From an optimization exercise on the open Yosys and OpenROAD flow, aimed at small area and a short achievable clock period; shortcuts taken in it are not production practice. RTL that was checked went through simulation tests only; none was proved equivalent to the original. The clock port is modelled as an ideal driver; clocking choices that lean on that would not hold on a real chip.

Setup of the previous run:
==> flow/design.v (excerpt) <==
module c6288 (clk, reset, N1_wire, N18_wire, N35_wire, N52_wire, N69_wire, N86_wire, N103_wire, N120_wire, N137_wire, N154_wire, N171_wire, N188_wire, N205_wire, N222_wire, N239_wire, N256_wire, N273_wire, N290_wire, N307_wire, N324_wire, N341_wire, N358_wire, N375_wire, N392_wire, N409_wire, N426_wire, N443_wire, N460_wire, N477_wire, N494_wire, N511_wire, N528_wire,
  N545, N1581, N1901, N2223, N2548, N2877, N3211, N3552, N3895, N4241, N4591, N4946, N5308, N5672, N5971, N6123, N6150, N6160, N6170, N6180, N6190, N6200, N6210, N6220, N6230, N6240, N6250, N6260, N6270, N6280, N6288, N6287);
Settings: LEC_CHECK=0, CAP_MARGIN=20, CORE_MARGIN=2, CORE_UTILIZATION=40, SLEW_MARGIN=20, SYNTH_HIERARCHICAL=1; clock period 14.0 ns.
run.sh (not shown) runs the stock make flow with config.mk's settings and CLKGATE_MAP_FILE= SYNTH_SCRIPT=/design/flow/synth_recipe.tcl, a recipe that flattens the netlist after the stock synthesis.
The previous run reached the final stage; the timing, DRC and antenna checks on its layout passed.
Inputs modified between the previous run and the current run:
==> flow/flow/run.sh (new file) <==
#!/bin/bash
# Own layout flow: the standard flow (standard.sh), with repair_timing
# asked to keep a setup margin, so that the resizer sizes and buffers the
# multiplier for a short period instead of only for the 14 ns clock.
# Each step's full output goes to a log file in the work folder.
set -euo pipefail
MARGIN=$(cat flow/margin.txt)
bash standard.sh synth > synth.log 2>&1
bash standard.sh finish SETUP_SLACK_MARGIN=$MARGIN > layout.log 2>&1
==> flow/flow/margin.txt (new file) <==
9.0
==> flow/standard.sh (new file) <==
#!/bin/bash
# synth_recipe.tcl (not shown) runs the flow's synth.tcl, then flattens the netlist and writes it again
# the make line also repeats each setting of config.mk as NAME=value (left out here)
make -C /OpenROAD-flow-scripts/flow DESIGN_CONFIG=/design/flow/config.mk WORK_HOME=/design/flow/orfs CLKGATE_MAP_FILE= SYNTH_SCRIPT=/design/flow/synth_recipe.tcl "${@:-finish}"
removed: flow/run.sh
Notes after the runs:
The current run vs. the previous run: cell count after synthesis flat; setup slack up 1040 ps; non-clock buffer instance count of the final layout up 76%; register share of the cell area flat.
Diff the previous run -> the current run: minimum clock period fell 1040 ps; via count went up by 273.
The previous run -> the current run: aggregate routed wire length increased by a few percent
No functional check of the RTL was part of any run of this note.

---

== v15 ==
c6288, a different RTL version from the one above (not shown whole).
Size in the first run: ~850 cells after synthesis, ~66 I/O pins, ~0.0083 mm² of cells after synthesis.
export LEC_CHECK = 0
export CAP_MARGIN = 20
export CORE_MARGIN = 2
export CORE_UTILIZATION = 55
export CTS_BUF_LIST = sky130_fd_sc_hd__clkbuf_4 sky130_fd_sc_hd__clkbuf_8
export SLEW_MARGIN = 20
export SYNTH_HIERARCHICAL = 1
create_clock -name core_clock -period 14.0 [get_ports {clk}]
standard.sh (not shown) runs the stock make flow with config.mk's settings and CLKGATE_MAP_FILE= SYNTH_SCRIPT=/design/flow/synth_recipe.tcl, a recipe that flattens the netlist after the stock synthesis.
==> flow/flow/run.sh <==
#!/bin/bash
# Own layout flow: the standard flow (standard.sh) with extra ORFS make
# variables from flow/extra.txt (one VAR=value per line), e.g. a setup margin
# so that repair_timing sizes and buffers the multiplier for a short period
# rather than only for the 14 ns clock. After the standard synthesis every
# combinational cell is set to the smallest size of its footprint
# (flow/downsize.py); the resizer upsizes where timing needs it.
# Each step's full output goes to a log file in the work folder.
set -euo pipefail
mapfile -t EXTRA < <(grep -v '^#' flow/extra.txt | grep .)
bash standard.sh synth > synth.log 2>&1
RES=orfs/results/$FLOW_PLATFORM/c6288/base
python3 flow/downsize.py $FLOW_HOME/platforms/$FLOW_PLATFORM/lib/sky130_fd_sc_hd__tt_025C_1v80.lib $RES/1_2_yosys.v > downsize.log 2>&1
rm -f $RES/1_synth.odb $RES/1_synth.sdc
bash standard.sh finish "${EXTRA[@]}" > layout.log 2>&1
==> flow/flow/downsize.py <==
#!/usr/bin/env python3
"""Give every combinational cell of the synthesized netlist the smallest size
of its footprint (e.g. a22oi_2 -> a22oi_1); the resizer later upsizes only
where timing needs it. Flip-flops, tie cells and dont-use cells are left as
they are. usage: downsize.py LIB NETLIST"""
import re, sys
lib, net = sys.argv[1], sys.argv[2]
txt = open(lib).read()
cells = {}
for m in re.finditer(r'cell \("(\w+)"\)\s*\{', txt):
    body = txt[m.end():m.end() + 4000]
    fp = re.search(r'cell_footprint : "(\w+)"', body)
    ar = re.search(r'area : ([\d.]+)', body)
    if fp and ar:
        cells[m.group(1)] = (fp.group(1), float(ar.group(1)))
skip = re.compile(r'sky130_fd_sc_hd__(df|dl|sdf|edf|conb|tap|fill|decap|diode|clk|probe|lpflow|buf|inv|bufinv)')
best = {}
for c, (fp, ar) in cells.items():
    if skip.match(c):
        continue
    if fp not in best or ar < cells[best[fp]][1]:
        best[fp] = c
src = open(net).read()
n = [0]
def rep(m):
    c = m.group(1)
    if c in cells and not skip.match(c):
        b = best.get(cells[c][0], c)
        if b != c and cells[b][1] < cells[c][1] - 1e-6:
            n[0] += 1
            return b + m.group(2)
    return m.group(0)
out = re.sub(r'\b(sky130_fd_sc_hd__\w+)(\s+\S+\s*\()', rep, src)
open(net, 'w').write(out)
print(f"downsized {n[0]} cells")
==> flow/flow/extra.txt <==
SETUP_SLACK_MARGIN=9.4
BUFFER_PORTS_ARGS=-buffer_cell sky130_fd_sc_hd__buf_1
Per the final summary, v15 finished and its layout is clean on timing, DRC and antenna.
diff inputs: v15 => v55
- CORE_UTILIZATION now 40, was 55
==> flow/flow/extra.txt <==
SETUP_SLACK_MARGIN=9.7
BUFFER_PORTS_ARGS=-buffer_cell sky130_fd_sc_hd__buf_1
- Going from v15 to v55, worst hold-check slack shrinks by 28 ps.
- v55: layout overhead on the synthesized area 4.8 points above v15
- v15 → v55: top achievable clock speed increased by about 3% relative to the old numbers.
Relative to v55, the following input files were edited for v23:
==> flow/flow/extra.txt <==
SETUP_SLACK_MARGIN=9
BUFFER_PORTS_ARGS=-buffer_cell sky130_fd_sc_hd__buf_1
==> comparison <==
- Looking at post-layout minimum cycle time across both flows, v23 is the weaker of the two, with v55 ahead.
- Relative to v55, v23 improves aggregate routed wire length.
- On wire length of the first global-routing pass, v23 does better than v55.
- Met2 global-route usage: v23 < v55
- Utilization ended up 3.9 points lower on v23 than on v55.
- Compared with v55, v23 instantiates a smaller number of standard cells.
- There was hardly any difference in routing usage on met1 between v23 and v55.
For v38, these inputs were changed with respect to v23:
==> flow/flow/extra.txt <==
SETUP_SLACK_MARGIN=9.4
BUFFER_PORTS_ARGS=-buffer_cell sky130_fd_sc_hd__buf_1
- v38 vs. v23: time the worst path needs with I/O delays and setup lost 380 ps.
- | final cell count | v23 vs v38 | ≈ equal |
- Between v38 and v23, the total track usage figures differ only marginally.
- v38 does worse than v23 on worst hold margin.
- Looking at final area across both flows, v38 is the weaker of the two, with v23 ahead.

---

Starting RTL as in the previous note.
export LEC_CHECK = 0
export CAP_MARGIN = 20
export CORE_MARGIN = 2
export CORE_UTILIZATION = 40
export CTS_BUF_LIST = sky130_fd_sc_hd__clkbuf_4 sky130_fd_sc_hd__clkbuf_8
export SLEW_MARGIN = 20
export SYNTH_HIERARCHICAL = 1
create_clock -name core_clock -period 14.0 [get_ports {clk}]
==> flow/flow/run.sh <==
#!/bin/bash
# Own layout flow, built on the standard flow (standard.sh):
#  1. the standard synthesis;
#  2. every combinational cell set to the smallest size of its footprint
#     (flow/downsize.py); the resizer upsizes where timing needs it;
#  3. the standard flow up to CTS, with extra ORFS make variables from
#     flow/extra.txt (a setup margin, so that repair_timing works towards a
#     short period rather than only the 14 ns clock; port buffers of buf_1);
#  5. the rest of the standard flow (global route, repair, detailed route).
# Each step's full output goes to a log file of its own in the work folder.
set -euo pipefail
mapfile -t EXTRA < <(grep -v '^#' flow/extra.txt | grep .)
RES=orfs/results/$FLOW_PLATFORM/c6288/base
PLAT=$FLOW_HOME/platforms/$FLOW_PLATFORM
bash standard.sh synth > synth.log 2>&1
python3 flow/downsize.py $PLAT/lib/sky130_fd_sc_hd__tt_025C_1v80.lib $RES/1_2_yosys.v > downsize.log 2>&1
rm -f $RES/1_synth.odb $RES/1_synth.sdc
bash standard.sh cts "${EXTRA[@]}" > place_cts.log 2>&1
RES=$RES SKEW_CELLS="$(cat flow/skew_cells.txt)" LAUNCH_GROUPS=$(cat flow/launch_groups.txt) LAUNCH_CELL=sky130_fd_sc_hd__clkbuf_16 LIB=$PLAT/lib/sky130_fd_sc_hd__tt_025C_1v80.lib PLATFORM_DIR=$PLAT \
  openroad -no_init -exit flow/skew.tcl > skew.log 2>&1
bash standard.sh finish "${EXTRA[@]}" > route.log 2>&1
==> flow/flow/extra.txt <==
SETUP_SLACK_MARGIN=10.0
BUFFER_PORTS_ARGS=-buffer_cell sky130_fd_sc_hd__buf_1
==> flow/flow/launch_groups.txt <==
2
==> flow/flow/skew.tcl <==
set res $::env(RES)
set cells $::env(SKEW_CELLS)
read_db $res/4_cts.odb
read_liberty $::env(LIB)
read_sdc $res/4_cts.sdc
source $::env(PLATFORM_DIR)/setRC.tcl
set_propagated_clock [all_clocks]
estimate_parasitics -placement
report_clock_skew
set block [ord::get_db_block]
set ng $::env(LAUNCH_GROUPS)
if {$ng > 0} {
  set lst {}
  foreach inst [get_cells {ra* one* two* neg*}] {
    set p [get_pins [get_full_name $inst]/CLK]
    set loc [[sta::sta_to_db_inst $inst] getLocation]
    lappend lst [list [lindex $loc 0] [lindex $loc 1] $p]
  }
  set lst [lsort -integer -index 0 $lst]
  set per [expr {([llength $lst] + $ng - 1) / $ng}]
  for {set g 0} {$g < $ng} {incr g} {
    set sub [lrange $lst [expr {$g*$per}] [expr {$g*$per + $per - 1}]]
    set sx 0; set sy 0; set gp {}
    foreach e $sub { incr sx [lindex $e 0]; incr sy [lindex $e 1]; lappend gp [lindex $e 2] }
    set n [llength $sub]
    insert_buffer -buffer_cell $::env(LAUNCH_CELL) -net clk -load_pins $gp \
      -location [list [expr {$sx/$n/1000.0}] [expr {$sy/$n/1000.0}]] \
      -buffer_name launch_clkbuf_$g -net_name launch_clk_$g -load_pins_on_diff_nets
    puts "launch group $g: $n clock pins"
  }
}
# group rp CLK pins by their clock net
set groups [dict create]
foreach inst [get_cells rp*] {
  set pin [get_pins [get_full_name $inst]/CLK]
  set net [get_full_name [get_nets -of_objects $pin]]
  dict lappend groups $net $pin
}
set block [ord::get_db_block]
set gi 0
foreach net [dict keys $groups] {
  incr gi
  set pins [dict get $groups $net]
  # centroid of the loads
  set sx 0; set sy 0; set n 0
  foreach p $pins {
    set i [sta::sta_to_db_inst [get_cells -of_objects $p]]
    set loc [$i getLocation]
    incr sx [lindex $loc 0]; incr sy [lindex $loc 1]; incr n
  }
  set x [expr {$sx / $n / 1000.0}]; set y [expr {$sy / $n / 1000.0}]
  set curnet $net
  set d 0
  foreach cell $cells {
    incr d
    set bn "rpdly_${gi}_$d"
    insert_buffer -buffer_cell $cell -net $curnet -load_pins $pins -location [list $x $y] -buffer_name $bn -net_name "${bn}_net"
    set curnet [get_full_name [get_nets -of_objects [lindex $pins 0]]]
  }
  puts "net $net: [llength $pins] rp clock pins behind $cells"
}
# remove clock buffers left without loads
set changed 1
while {$changed} {
  set changed 0
  foreach inst [$block getInsts] {
    if {![string match "*clkbuf*" [[$inst getMaster] getName]]} continue
    set out [$inst findITerm X]
    if {$out eq "NULL"} continue
    set net [$out getNet]
    if {$net eq "NULL" || [llength [$net getITerms]] <= 1} {
      puts "remove [$inst getName]"
      odb::dbInst_destroy $inst
      if {$net ne "NULL"} { odb::dbNet_destroy $net }
      set changed 1
      break
    }
  }
}
set_placement_padding -global -left 0 -right 0
detailed_placement
check_placement
estimate_parasitics -placement
report_clock_skew
report_checks -path_delay max -digits 3 -format full_clock_expanded -to [all_outputs]
report_checks -path_delay max -digits 3 -format full_clock_expanded -to [get_pins rp*/D]
report_check_types -max_slew -violators
report_clock_latency
foreach p [get_pins -hierarchical */CLK] { if {[get_property $p slew_max] > 0.11} { puts "slow clock pin [get_full_name $p] [get_property $p slew_max]" } }
write_db $res/4_cts.odb
==> flow/flow/skew_cells.txt <==
sky130_fd_sc_hd__clkbuf_1 sky130_fd_sc_hd__clkbuf_4
Scripts as last shown in full above: flow/flow/downsize.py
==> next run, changes <==
--- a/flow/flow/run.sh
+++ b/flow/flow/run.sh
@@ -18,3 +18,3 @@
 bash standard.sh cts "${EXTRA[@]}" > place_cts.log 2>&1
-RES=$RES SKEW_CELLS="$(cat flow/skew_cells.txt)" LAUNCH_GROUPS=$(cat flow/launch_groups.txt) LAUNCH_CELL=sky130_fd_sc_hd__clkbuf_16 LIB=$PLAT/lib/sky130_fd_sc_hd__tt_025C_1v80.lib PLATFORM_DIR=$PLAT \
+RES=$RES SKEW_CELLS="$(cat flow/skew_cells.txt)" LIB=$PLAT/lib/sky130_fd_sc_hd__tt_025C_1v80.lib PLATFORM_DIR=$PLAT \
   openroad -no_init -exit flow/skew.tcl > skew.log 2>&1
==> flow/flow/extra.txt (replaced) <==
SETUP_SLACK_MARGIN=9.8
BUFFER_PORTS_ARGS=-buffer_cell sky130_fd_sc_hd__buf_1
==> flow/flow/skew.tcl (replaced) <==
set res $::env(RES)
set cells $::env(SKEW_CELLS)
read_db $res/4_cts.odb
read_liberty $::env(LIB)
read_sdc $res/4_cts.sdc
source $::env(PLATFORM_DIR)/setRC.tcl
set_propagated_clock [all_clocks]
estimate_parasitics -placement
report_clock_skew
# group rp CLK pins by their clock net
set groups [dict create]
foreach inst [get_cells rp*] {
  set pin [get_pins [get_full_name $inst]/CLK]
  set net [get_full_name [get_nets -of_objects $pin]]
  dict lappend groups $net $pin
}
set block [ord::get_db_block]
set gi 0
foreach net [dict keys $groups] {
  incr gi
  set pins [dict get $groups $net]
  # centroid of the loads
  set sx 0; set sy 0; set n 0
  foreach p $pins {
    set i [sta::sta_to_db_inst [get_cells -of_objects $p]]
    set loc [$i getLocation]
    incr sx [lindex $loc 0]; incr sy [lindex $loc 1]; incr n
  }
  set x [expr {$sx / $n / 1000.0}]; set y [expr {$sy / $n / 1000.0}]
  set curnet $net
  set d 0
  foreach cell $cells {
    incr d
    set bn "rpdly_${gi}_$d"
    insert_buffer -buffer_cell $cell -net $curnet -load_pins $pins -location [list $x $y] -buffer_name $bn -net_name "${bn}_net"
    set curnet [get_full_name [get_nets -of_objects [lindex $pins 0]]]
  }
  puts "net $net: [llength $pins] rp clock pins behind $cells"
}
set_placement_padding -global -left 0 -right 0
detailed_placement
check_placement
estimate_parasitics -placement
report_clock_skew
report_checks -path_delay max -digits 3 -format full_clock_expanded -to [all_outputs]
report_checks -path_delay max -digits 3 -format full_clock_expanded -to [get_pins rp*/D]
report_check_types -max_slew -violators
write_db $res/4_cts.odb
==> flow/flow/skew_cells.txt (replaced) <==
sky130_fd_sc_hd__clkbuf_1 sky130_fd_sc_hd__clkbuf_1 sky130_fd_sc_hd__clkbuf_4
removed: flow/flow/launch_groups.txt
The new run finished with timing, DRC and antenna clean.
Cell area goes down by about 6%.
First-iteration DRC count fell by about 7%.
Core utilization is lower by 2.9 points.
Critical path depth does not change.
Sequential cell count stays the same.
Register-to-register slack is worse by 0.21 ns.
==> next run, changes <==
==> flow/flow/extra.txt (replaced) <==
SETUP_SLACK_MARGIN=9.4
BUFFER_PORTS_ARGS=-buffer_cell sky130_fd_sc_hd__buf_1
==> flow/flow/skew_cells.txt (replaced) <==
sky130_fd_sc_hd__clkbuf_1 sky130_fd_sc_hd__clkbuf_4
What happened: The changed run produced a clean layout. Non-clock buffer count came out lower by 15. Die area does not change. Utilization came out lower by 0.98 points. Worst setup slack is worse by 0.30 ns. Final area came out lower by 2.2%. Global-route usage came out lower by 0.86 points.
==> next run, changes <==
--- a/flow/flow/run.sh
+++ b/flow/flow/run.sh
@@ -18,3 +18,3 @@
 bash standard.sh cts "${EXTRA[@]}" > place_cts.log 2>&1
-RES=$RES SKEW_CELLS="$(cat flow/skew_cells.txt)" LIB=$PLAT/lib/sky130_fd_sc_hd__tt_025C_1v80.lib PLATFORM_DIR=$PLAT \
+RES=$RES SKEW_CELLS="$(cat flow/skew_cells.txt)" LAUNCH_GROUPS=$(cat flow/launch_groups.txt) LAUNCH_CELL=sky130_fd_sc_hd__clkbuf_16 LIB=$PLAT/lib/sky130_fd_sc_hd__tt_025C_1v80.lib PLATFORM_DIR=$PLAT \
   openroad -no_init -exit flow/skew.tcl > skew.log 2>&1
==> flow/flow/extra.txt (replaced) <==
SETUP_SLACK_MARGIN=9.7
BUFFER_PORTS_ARGS=-buffer_cell sky130_fd_sc_hd__buf_1
TNS_END_PERCENT=0
==> flow/flow/launch_groups.txt (new file) <==
2
--- a/flow/flow/skew.tcl
+++ b/flow/flow/skew.tcl
@@ -9,2 +9,24 @@
 report_clock_skew
+set block [ord::get_db_block]
+set ng $::env(LAUNCH_GROUPS)
+if {$ng > 0} {
+  set lst {}
+  foreach inst [get_cells {ra* one* two* neg*}] {
+    set p [get_pins [get_full_name $inst]/CLK]
+    set loc [[sta::sta_to_db_inst $inst] getLocation]
+    lappend lst [list [lindex $loc 0] [lindex $loc 1] $p]
+  }
+  set lst [lsort -integer -index 0 $lst]
+  set per [expr {([llength $lst] + $ng - 1) / $ng}]
+  for {set g 0} {$g < $ng} {incr g} {
+    set sub [lrange $lst [expr {$g*$per}] [expr {$g*$per + $per - 1}]]
+    set sx 0; set sy 0; set gp {}
+    foreach e $sub { incr sx [lindex $e 0]; incr sy [lindex $e 1]; lappend gp [lindex $e 2] }
+    set n [llength $sub]
+    insert_buffer -buffer_cell $::env(LAUNCH_CELL) -net clk -load_pins $gp \
+      -location [list [expr {$sx/$n/1000.0}] [expr {$sy/$n/1000.0}]] \
+      -buffer_name launch_clkbuf_$g -net_name launch_clk_$g -load_pins_on_diff_nets
+    puts "launch group $g: $n clock pins"
+  }
+}
 # group rp CLK pins by their clock net
@@ -39,2 +61,20 @@
 }
+# remove clock buffers left without loads
+set changed 1
+while {$changed} {
+  set changed 0
+  foreach inst [$block getInsts] {
+    if {![string match "*clkbuf*" [[$inst getMaster] getName]]} continue
+    set out [$inst findITerm X]
+    if {$out eq "NULL"} continue
+    set net [$out getNet]
+    if {$net eq "NULL" || [llength [$net getITerms]] <= 1} {
+      puts "remove [$inst getName]"
+      odb::dbInst_destroy $inst
+      if {$net ne "NULL"} { odb::dbNet_destroy $net }
+      set changed 1
+      break
+    }
+  }
+}
 set_placement_padding -global -left 0 -right 0
@@ -47,2 +87,4 @@
 report_check_types -max_slew -violators
+report_clock_latency
+foreach p [get_pins -hierarchical */CLK] { if {[get_property $p slew_max] > 0.11} { puts "slow clock pin [get_full_name $p] [get_property $p slew_max]" } }
 write_db $res/4_cts.odb
After rerunning: The new run completed without violations. Wire length grows by a few percent. Worst setup slack gains 0.40 ns. Register-to-register slack gains 0.40 ns. Die area is unchanged. Hold slack loses 0.21 ns. First-iteration DRC count grows by a quarter to a third. Critical path depth shrinks by 13.
==> next run, changes <==
--- a/flow/flow/run.sh
+++ b/flow/flow/run.sh
@@ -18,3 +18,3 @@
 bash standard.sh cts "${EXTRA[@]}" > place_cts.log 2>&1
-RES=$RES SKEW_CELLS="$(cat flow/skew_cells.txt)" LAUNCH_GROUPS=$(cat flow/launch_groups.txt) LAUNCH_CELL=sky130_fd_sc_hd__clkbuf_16 LIB=$PLAT/lib/sky130_fd_sc_hd__tt_025C_1v80.lib PLATFORM_DIR=$PLAT \
+RES=$RES SKEW_CELLS="$(cat flow/skew_cells.txt)" LIB=$PLAT/lib/sky130_fd_sc_hd__tt_025C_1v80.lib PLATFORM_DIR=$PLAT \
   openroad -no_init -exit flow/skew.tcl > skew.log 2>&1
==> flow/flow/extra.txt (replaced) <==
SETUP_SLACK_MARGIN=9.6
BUFFER_PORTS_ARGS=-buffer_cell sky130_fd_sc_hd__buf_1
==> flow/flow/skew.tcl (replaced) <==
set res $::env(RES)
set cells $::env(SKEW_CELLS)
read_db $res/4_cts.odb
read_liberty $::env(LIB)
read_sdc $res/4_cts.sdc
source $::env(PLATFORM_DIR)/setRC.tcl
set_propagated_clock [all_clocks]
estimate_parasitics -placement
report_clock_skew
# group rp CLK pins by their clock net
set groups [dict create]
foreach inst [get_cells rp*] {
  set pin [get_pins [get_full_name $inst]/CLK]
  set net [get_full_name [get_nets -of_objects $pin]]
  dict lappend groups $net $pin
}
set block [ord::get_db_block]
set gi 0
foreach net [dict keys $groups] {
  incr gi
  set pins [dict get $groups $net]
  # centroid of the loads
  set sx 0; set sy 0; set n 0
  foreach p $pins {
    set i [sta::sta_to_db_inst [get_cells -of_objects $p]]
    set loc [$i getLocation]
    incr sx [lindex $loc 0]; incr sy [lindex $loc 1]; incr n
  }
  set x [expr {$sx / $n / 1000.0}]; set y [expr {$sy / $n / 1000.0}]
  set curnet $net
  set d 0
  foreach cell $cells {
    incr d
    set bn "rpdly_${gi}_$d"
    insert_buffer -buffer_cell $cell -net $curnet -load_pins $pins -location [list $x $y] -buffer_name $bn -net_name "${bn}_net"
    set curnet [get_full_name [get_nets -of_objects [lindex $pins 0]]]
  }
  puts "net $net: [llength $pins] rp clock pins behind $cells"
}
set_placement_padding -global -left 0 -right 0
detailed_placement
check_placement
estimate_parasitics -placement
report_clock_skew
report_checks -path_delay max -digits 3 -format full_clock_expanded -to [all_outputs]
report_checks -path_delay max -digits 3 -format full_clock_expanded -to [get_pins rp*/D]
report_check_types -max_slew -violators
write_db $res/4_cts.odb
==> flow/flow/skew_cells.txt (replaced) <==
sky130_fd_sc_hd__clkbuf_1 sky130_fd_sc_hd__clkbuf_1 sky130_fd_sc_hd__clkbuf_4
removed: flow/flow/launch_groups.txt
Outcome: The changed run ran to the end with no violations; via count went down slightly; setup slack gets worse by 0.20 ns; utilization went down by 0.36 points; wire length went down slightly.

[static timing again, ports no longer ideal]
Ports are ideal in the flow. The routed layouts listed here were re-timed in OpenROAD. Step 1 (the two cells are an assumption about what drives the block):
set clk [get_ports {clk}]
set_driving_cell -lib_cell sky130_fd_sc_hd__clkbuf_16 $clk
set_driving_cell -lib_cell sky130_fd_sc_hd__buf_2 [delete_from_list [all_inputs] $clk]
Step 2, shift: input delay + t, output delay - t, t = (earliest + latest rising clock arrival at the registers) / 2. This alone moves slack from input paths to output paths. a / b / c = ideal ports / drivers / drivers and shift; a / b = the first two.
| run | t (ns) | setup WS [ns] | hold WS [ns] | latest minus earliest clock arrival (ns) | worst data-port slew with drivers (ns) |
|---|---|---|---|---|---|
| the previous run | 0.392 | 8.133 / 8.133 / 8.133 | 0.874 / 0.874 / 0.874 | 0.012 / 0.012 | 0.03 |
| the current run | 0.393 | 9.168 / 9.168 / 9.168 | 0.748 / 0.748 / 0.748 | 0.012 / 0.013 | 0.03 |
| v15 | 0.406 | 9.580 / 9.580 / 9.580 | 0.818 / 0.818 / 0.818 | 0.010 / 0.010 | 0.04 |
| v55 | 0.418 | 9.712 / 9.712 / 9.712 | 0.790 / 0.790 / 0.790 | 0.019 / 0.019 | 0.04 |
| v23 | 0.420 | 9.283 / 9.283 / 9.283 | 0.927 / 0.927 / 0.927 | 0.017 / 0.017 | 0.04 |
| v38 | 0.419 | 9.663 / 9.663 / 9.663 | 0.832 / 0.832 / 0.832 | 0.018 / 0.017 | 0.04 |
| the first run of note 3 | 0.438 | 10.105 / 10.034 / 10.266 | 0.383 / 0.383 / 0.383 | 0.452 / 0.452 | 0.04 |
| the second run of note 3 | 0.562 | 10.009 / 9.974 / 10.064 | 0.522 / 0.522 / 0.522 | 0.325 / 0.324 | 0.04 |
| the third run of note 3 | 0.531 | 9.707 / 9.707 / 9.707 | 0.613 / 0.613 / 0.613 | 0.255 / 0.254 | 0.04 |
| the fourth run of note 3 | 0.433 | 10.107 / 10.041 / 10.108 | 0.407 / 0.407 / 0.407 | 0.454 / 0.454 | 0.04 |
| the fifth run of note 3 | 0.562 | 9.903 / 9.903 / 9.903 | 0.528 / 0.528 / 0.528 | 0.321 / 0.321 | 0.04 |
In the first run of note 3, the second run of note 3, the fourth run of note 3 and the fifth run of note 3 the clock reaches the registers at very different times; t lies between them, and the last value is a rough guide only.
